This is an optimization exercise on Yosys and OpenROAD, whose aim is small area, not a production implementation. The RTL was checked by simulation tests, not by an equivalence proof against the original design. Power figures rest on the tool's default switching activity, not on a simulated workload.

oak:
// ETH_TOP
module ETH_TOP#(
		parameter FPGA_MAC         = 48'h00D0_0800_0002,
		parameter FPGA_IP          = 32'hC0A8_006E,
	    parameter FPGA_DP          = 16'd8080,
	    parameter FPGA_SP          = 16'd8080,
	    parameter C_AXI_ID_WIDTH       = 4,         
	    parameter C_AXI_ADDR_WIDTH     = 32,        
	    parameter C_AXI_DATA_WIDTH     = 64,        
	    parameter C_AXI_NBURST_SUPPORT = 1'b0,      
	    parameter C_AXI_BURST_TYPE     = 2'b00,     
	    parameter WATCH_DOG_WIDTH      = 12,   		 
	    parameter FLAG_MOTOR           =   32'hE1EC_0C0D,
	    parameter FLAG_AD              =   32'hAD86_86DA,
	    parameter FLAG_ETHLOOP         =   32'hEEBA_EEBA,
	    parameter C_ADDR_SUMOFFSET     =   32'h0000_1000,
	    parameter C_ADDR_MOTOR2ETH     =   32'h0000_0000,
	    parameter C_ADDR_AD2ETH        =   32'h1000_0000,
	    parameter C_ADDR_ETHLOOP       =   32'h2000_0000,
	    parameter C_ADDR_ETH2MOTOR     =   32'hE000_0000,
	    parameter C_ADDR_ETH2AD        =   32'hF000_0000           
    )
	(
	    input   sys_clk,
	    input   sys_rst,   
	   	input                               maxi_wready,  
	   	output [C_AXI_ID_WIDTH-1:0]         maxi_wid,     
	   	output [C_AXI_ADDR_WIDTH-1:0]       maxi_waddr,   
	   	output [7:0]                        maxi_wlen,    
	   	output [2:0]                        maxi_wsize,   
	   	output [1:0]                        maxi_wburst,  
	   	output [1:0]                        maxi_wlock,   
	   	output [3:0]                        maxi_wcache,  
	   	output [2:0]                        maxi_wprot,   
	   	output                              maxi_wvalid,  
	   	output [3:0]						maxi_wqos,
	   	input                               maxi_wd_wready,   
	   	output [C_AXI_DATA_WIDTH-1:0]       maxi_wd_wdata,     
	   	output [C_AXI_DATA_WIDTH/8-1:0]     maxi_wd_wstrb,     
	   	output                              maxi_wd_wlast,     
  ...
Size: roughly 4,700 cells after synthesis, about 590 I/O pins, ~0.040 sq mm of cells after synthesis.
clock: 8.0 ns
lec_check: 0
abc_clock_period_in_ps: 1000000
cap_margin: 20
core_margin: 2
core_utilization: 65
place_density: 0.75
slew_margin: 20
standard.sh (not shown) runs the stock make flow with config.mk's settings and CLKGATE_MAP_FILE= SYNTH_SCRIPT=/design/flow/synth_recipe.tcl, a recipe that flattens the netlist after the stock synthesis.
==> flow/flow/run.sh <==
#!/bin/bash
# Standard synthesis, then the combinational logic re-mapped for area (registers untouched),
# then the standard layout from floorplan to finish.
set -euo pipefail
W=$(pwd)
R=$W/orfs/results/sky130hd/ETH_TOP/base
YOSYS=$FLOW_HOME/../tools/install/yosys/bin/yosys
bash standard.sh synth > $W/standard_synth.log 2>&1
cp $R/1_2_yosys.v $W/std_1_2_yosys.v
RS_LIB=$FLOW_HOME/platforms/sky130hd/lib/sky130_fd_sc_hd__tt_025C_1v80.lib \
RS_DONTUSE=$W/flow/dontuse.txt RS_IN=$W/std_1_2_yosys.v RS_OUT=$W/rs_1_2_yosys.v \
RS_SCRIPT=$W/flow/rs.abc $YOSYS -c $W/flow/resynth.tcl > $W/resynth.log 2>&1
cp $W/rs_1_2_yosys.v $R/1_2_yosys.v
rm -f $R/1_synth.odb $R/1_synth.sdc
bash standard.sh > $W/standard_layout.log 2>&1
==> flow/flow/rs.abc <==
strash
dc2
&get -n
&dch -f
&nf -R 1000
&put
strash
dch -f
amap
Other scripts of this flow, unchanged in this note and not shown: flow/flow/dontuse.txt, flow/flow/resynth.tcl
Every stage of the flow completed for oak, and the final layout passed the timing, design-rule and antenna checks.
What pine does differently from oak at the input level:
- putting CTS_BUF_LIST at sky130_fd_sc_hd__clkbuf_4 where nothing was set
diff --git a/flow/flow/run.sh b/flow/flow/run.sh
--- a/flow/flow/run.sh
+++ b/flow/flow/run.sh
@@ -14,2 +14,3 @@
 rm -f $R/1_synth.odb $R/1_synth.sdc
-bash standard.sh > $W/standard_layout.log 2>&1
+# ports get the smallest buffer cell
+bash standard.sh "BUFFER_PORTS_ARGS=-buffer_cell sky130_fd_sc_hd__buf_1" finish > $W/standard_layout.log 2>&1
==> flow/flow/rs.abc <==
strash
dc2
&get -n
&dch -f
&nf -R 1000
&put
strash
dch -f
amap
strash
dch -f
amap
- Of the two values seen for master of the slowest instance on the critical path, a2111oi_2 was produced by pine and o21ai_1 by oak.
- Largest incremental delay on the critical path, oak and pine: larger value in oak
- The detailed-route vias per instance reported for pine is smaller than that of oak by about 4.3%.
- Proportion of power drawn by flip-flops and latches up 2.0 points in pine wrt oak
- Routed wire length came out lower on pine than on oak.
- pine against oak: met1 usage now larger; die outline height down about 0.46%; final cell count rose by 4.4%.
- Worst setup margin up 0.18 ns in pine wrt oak
Modified inputs, birch compared to pine
diff --git a/flow/flow/run.sh b/flow/flow/run.sh
--- a/flow/flow/run.sh
+++ b/flow/flow/run.sh
@@ -14,3 +14,2 @@
 rm -f $R/1_synth.odb $R/1_synth.sdc
-# ports get the smallest buffer cell
-bash standard.sh "BUFFER_PORTS_ARGS=-buffer_cell sky130_fd_sc_hd__buf_1" finish > $W/standard_layout.log 2>&1
+bash standard.sh > $W/standard_layout.log 2>&1
==> flow/flow/rs.abc <==
strash
dc2
&get -n
&dch -f
&nf -R 1000
&put
strash
dch -f
amap
- In the reports for pine and birch, the larger count of placed standard cells including taps belongs to pine.
- pine -> birch: switching fraction of total power flat
- Going from pine to birch, maximum operating frequency now smaller, total of plain and repair buffers excluding clock buffers now larger, portion of total power attributed to combinational logic now smaller.

========
Another version of the RTL of ETH_TOP (not shown whole).
For scale: roughly 4,500 cells after synthesis, about 590 I/O pins, about 39,000 um2 of cells after synthesis.
==> flow/config.mk <==
export PLATFORM = sky130hd
export DESIGN_NAME = ETH_TOP
export DESIGN_NICKNAME = ETH_TOP
export VERILOG_FILES = /design/flow/design.v
export SDC_FILE = /design/flow/constraint.sdc
export NUM_CORES = 4
export LEC_CHECK = 0
export ABC_CLOCK_PERIOD_IN_PS = 1000000
export CAP_MARGIN = 20
export CORE_MARGIN = 2
export CORE_UTILIZATION = 65
export CTS_BUF_LIST = sky130_fd_sc_hd__clkbuf_4
export PLACE_DENSITY = 0.75
export SLEW_MARGIN = 20
==> flow/constraint.sdc <==
create_clock -name core_clock -period 8.0 [get_ports {sys_clk}]
set_input_delay 1.6000 -clock core_clock [delete_from_list [all_inputs] [get_ports {sys_clk}]]
set_output_delay 1.6000 -clock core_clock [all_outputs]
set_load 0.01 [all_outputs]
==> flow/flow/run.sh <==
#!/bin/bash
# Standard synthesis, then the combinational logic re-mapped for area (registers untouched),
# then the standard layout from floorplan to finish.
set -euo pipefail
W=$(pwd)
R=$W/orfs/results/sky130hd/ETH_TOP/base
YOSYS=$FLOW_HOME/../tools/install/yosys/bin/yosys
bash standard.sh synth > $W/standard_synth.log 2>&1
cp $R/1_2_yosys.v $W/std_1_2_yosys.v
RS_LIB=$FLOW_HOME/platforms/sky130hd/lib/sky130_fd_sc_hd__tt_025C_1v80.lib \
RS_DONTUSE=$W/flow/dontuse.txt RS_IN=$W/std_1_2_yosys.v RS_OUT=$W/rs_1_2_yosys.v \
RS_SCRIPT=$W/flow/rs.abc $YOSYS -c $W/flow/resynth.tcl > $W/resynth.log 2>&1
cp $W/rs_1_2_yosys.v $R/1_2_yosys.v
rm -f $R/1_synth.odb $R/1_synth.sdc
# clock tree: small clock buffers and no dummy loads
bash standard.sh "CTS_ARGS=-sink_clustering_enable -repair_clock_nets -buf_list sky130_fd_sc_hd__clkbuf_4 -dont_use_dummy_load -sink_clustering_size 8 -sink_clustering_max_diameter 40" finish > $W/standard_layout.log 2>&1
==> flow/flow/resynth.tcl <==
# Re-map the combinational logic of the standard synthesis netlist with ABC.
# The flip-flops (and tie cells) are kept as they are: same instances, names and cell types.
yosys -import
set lib $::env(RS_LIB)
set dont [string trim [read [open $::env(RS_DONTUSE)]]]
read_liberty -ignore_miss_func $lib
read_verilog $::env(RS_IN)
hierarchy -top ETH_TOP
setattr -mod -set keep_hierarchy 1 sky130_fd_sc_hd__*df* sky130_fd_sc_hd__*dl* sky130_fd_sc_hd__conb_1
setattr -set keep 1 t:sky130_fd_sc_hd__*df* t:sky130_fd_sc_hd__*dl*
flatten
hierarchy -top ETH_TOP
blackbox sky130_fd_sc_hd__*df* sky130_fd_sc_hd__*dl* sky130_fd_sc_hd__conb_1
select -clear
tee -o $::env(RS_OUT).pre.stat stat -liberty $lib
eval abc -script $::env(RS_SCRIPT) -liberty $lib {*}$dont
opt_clean -purge
insbuf -buf sky130_fd_sc_hd__buf_4 A X
opt_clean -purge
tee -o $::env(RS_OUT).stat stat -liberty $lib
write_verilog -noattr -nohex -nodec $::env(RS_OUT)
==> flow/flow/rs.abc <==
strash
dc2
&get -n
&dch -f
&nf -R 1000
&put
strash
dch -f
amap
strash
dch -f
amap
Other scripts of this flow, unchanged in this note and not shown: flow/flow/dontuse.txt
The first run completed with no timing, DRC or antenna violations.
Edit:
--- a/flow/flow/run.sh
+++ b/flow/flow/run.sh
@@ -14,3 +14,3 @@
 rm -f $R/1_synth.odb $R/1_synth.sdc
-# clock tree: small clock buffers and no dummy loads
-bash standard.sh "CTS_ARGS=-sink_clustering_enable -repair_clock_nets -buf_list sky130_fd_sc_hd__clkbuf_4 -dont_use_dummy_load -sink_clustering_size 8 -sink_clustering_max_diameter 40" finish > $W/standard_layout.log 2>&1
+# clock tree: small clock buffers and no dummy loads; ports get the smallest buffer cell
+bash standard.sh "CTS_ARGS=-sink_clustering_enable -repair_clock_nets -buf_list sky130_fd_sc_hd__clkbuf_4 -dont_use_dummy_load" "BUFFER_PORTS_ARGS=-buffer_cell sky130_fd_sc_hd__buf_1" finish > $W/standard_layout.log 2>&1
--- a/flow/flow/resynth.tcl
+++ b/flow/flow/resynth.tcl
@@ -15,3 +15,3 @@
 tee -o $::env(RS_OUT).pre.stat stat -liberty $lib
-eval abc -script $::env(RS_SCRIPT) -liberty $lib {*}$dont
+eval abc -script $::env(RS_SCRIPT) -liberty $lib {*}$dont -D 5000
 opt_clean -purge
==> flow/flow/rs.abc (replaced) <==
strash
dc2
&get -n
&deepsyn -T 60
&put
strash
&get -n
&dch -f
&nf {D} -R 1000
&put
With this change the flow finished with setup timing left.
Final area is lower by 3.1%.
Via count goes down by 8.5%.
Wire length fell by 1.9%.
Non-clock buffer count rose by 92.
Die area went down by 3.5%.
Hold slack gets worse by 0.032 ns.
Sequential cell count stays the same.
Synthesized area is lower by 3.5%.
Combinational power climbs by 5.0%.
Edit:
--- a/flow/flow/run.sh
+++ b/flow/flow/run.sh
@@ -14,3 +14,3 @@
 rm -f $R/1_synth.odb $R/1_synth.sdc
-# clock tree: small clock buffers and no dummy loads; ports get the smallest buffer cell
-bash standard.sh "CTS_ARGS=-sink_clustering_enable -repair_clock_nets -buf_list sky130_fd_sc_hd__clkbuf_4 -dont_use_dummy_load" "BUFFER_PORTS_ARGS=-buffer_cell sky130_fd_sc_hd__buf_1" finish > $W/standard_layout.log 2>&1
+# clock tree: small clock buffers and no dummy loads
+bash standard.sh "CTS_ARGS=-sink_clustering_enable -repair_clock_nets -buf_list sky130_fd_sc_hd__clkbuf_4 -dont_use_dummy_load" finish > $W/standard_layout.log 2>&1
--- a/flow/flow/resynth.tcl
+++ b/flow/flow/resynth.tcl
@@ -15,3 +15,3 @@
 tee -o $::env(RS_OUT).pre.stat stat -liberty $lib
-eval abc -script $::env(RS_SCRIPT) -liberty $lib {*}$dont -D 5000
+eval abc -script $::env(RS_SCRIPT) -liberty $lib {*}$dont
 opt_clean -purge
==> flow/flow/rs.abc (replaced) <==
strash
dc2
&get -n
&dch -f
&nf -R 1000
&put
strash
dch -f
amap
strash
dch -f
amap
Outcome:
- This time the run completed without violations
- total power shrinks by 2.1%
- setup slack gets better by 0.84 ns
- area after synthesis rose by 3.6%
- non-clock buffer count fell by 93
Edit:
==> flow/flow/run.sh (replaced) <==
#!/bin/bash
# Standard synthesis, then the combinational logic re-mapped for area (registers untouched),
# then the standard layout, with: tie cells shared by up to 24 constant loads, a clock tree
# of small buffers without dummy loads.
set -euo pipefail
W=$(pwd)
R=$W/orfs/results/sky130hd/ETH_TOP/base
YOSYS=$FLOW_HOME/../tools/install/yosys/bin/yosys
KNOBS=("SKIP_REPAIR_TIE_FANOUT=1"
       "CTS_ARGS=-sink_clustering_enable -repair_clock_nets -buf_list sky130_fd_sc_hd__clkbuf_4 -dont_use_dummy_load -sink_clustering_size 8 -sink_clustering_max_diameter 40")
bash standard.sh synth > $W/standard_synth.log 2>&1
cp $R/1_2_yosys.v $W/std_1_2_yosys.v
RS_LIB=$FLOW_HOME/platforms/sky130hd/lib/sky130_fd_sc_hd__tt_025C_1v80.lib \
RS_DONTUSE=$W/flow/dontuse.txt RS_IN=$W/std_1_2_yosys.v RS_OUT=$W/rs_1_2_yosys.v \
RS_SCRIPT=$W/flow/rs.abc $YOSYS -c $W/flow/resynth.tcl > $W/resynth.log 2>&1
cp $W/rs_1_2_yosys.v $R/1_2_yosys.v
rm -f $R/1_synth.odb $R/1_synth.sdc
bash standard.sh "${KNOBS[@]}" floorplan > $W/standard_floorplan.log 2>&1
cp $R/2_floorplan.odb $W/2_floorplan_single_ties.odb
TIE_IN=$W/2_floorplan_single_ties.odb TIE_OUT=$R/2_floorplan.odb TIE_GROUP=24 \
  openroad -no_init -exit $W/flow/ties.tcl > $W/ties.log 2>&1
touch $R/2_floorplan.odb
bash standard.sh "${KNOBS[@]}" finish > $W/standard_layout.log 2>&1
==> flow/flow/ties.tcl (new file) <==
# Split each tie cell's loads into groups of at most TIE_GROUP, one conb_1 per group.
read_db $::env(TIE_IN)
set G $::env(TIE_GROUP)
set db [ord::get_db]
set block [ord::get_db_block]
set master [$db findMaster sky130_fd_sc_hd__conb_1]
set ties {}
foreach inst [$block getInsts] {
  if {[[$inst getMaster] getName] == "sky130_fd_sc_hd__conb_1"} { lappend ties $inst }
}
set k 0
foreach tie $ties {
  foreach port {LO HI} {
    set it [$tie findITerm $port]
    set net [$it getNet]
    if {$net == "NULL" || $net == ""} { continue }
    set loads {}
    foreach b [$net getBTerms] { lappend loads $b }
    foreach i [$net getITerms] { if {$i != $it} { lappend loads $i } }
    set n [llength $loads]
    puts "tie [$tie getName] $port: $n loads"
    # the first group stays on the existing tie
    for {set s $G} {$s < $n} {incr s $G} {
      incr k
      set ni [odb::dbInst_create $block $master "tie_split_$k"]
      set nn [odb::dbNet_create $block "tie_split_net_$k"]
      [$ni findITerm $port] connect $nn
      foreach l [lrange $loads $s [expr {$s + $G - 1}]] {
        $l disconnect
        $l connect $nn
      }
    }
  }
}
global_connect
puts "ties now: [expr {[llength $ties] + $k}]"
write_db $::env(TIE_OUT)
Combinational power fell by about 0.8%. Die area stays the same. Utilization fell by 2.1 points.

[re-timing with driven ports]
In the flow no input, the clock included, has a driving cell. The finished layouts below were timed again as built, in two steps. Step 1 assumes that a clkbuf_16 drives the clock port and a buf_2 every other input. Step 2 times the ports against the registers' clock, not the clock port: input delays grow and output delays shrink by t, the midpoint of the rising clock arrivals with the driver on. a / b / c = no drivers / after step 1 / after step 2; a / b = the first two.
| run | shift t [ns] | setup slack, ns | worst setup path after step 2 |
|---|---|---|---|
| oak | 0.726 | 0.615 / 0.615 / -0.051 | input to register |
| pine | 1.148 | 0.800 / 0.800 / -0.145 | input to register |
| birch | 1.157 | 0.612 / 0.612 / -0.178 | input to register |
| the first run of note 2 | 0.987 | 0.617 / 0.617 / 0.593 | input to register |
| the second run of note 2 | 1.073 | -0.341 / -0.341 / -0.870 | input to register |
| the third run of note 2 | 1.084 | 0.502 / 0.502 / 0.502 | register to register |
| the fourth run of note 2 | 0.974 | 0.647 / 0.647 / 0.046 | input to register |
With both steps, setup timing fails in oak, pine and birch, where it was met with ideal ports. For pine, which loses most, drivers alone change the setup slack by 0.000 ns; drivers and shift together by -0.945 ns.
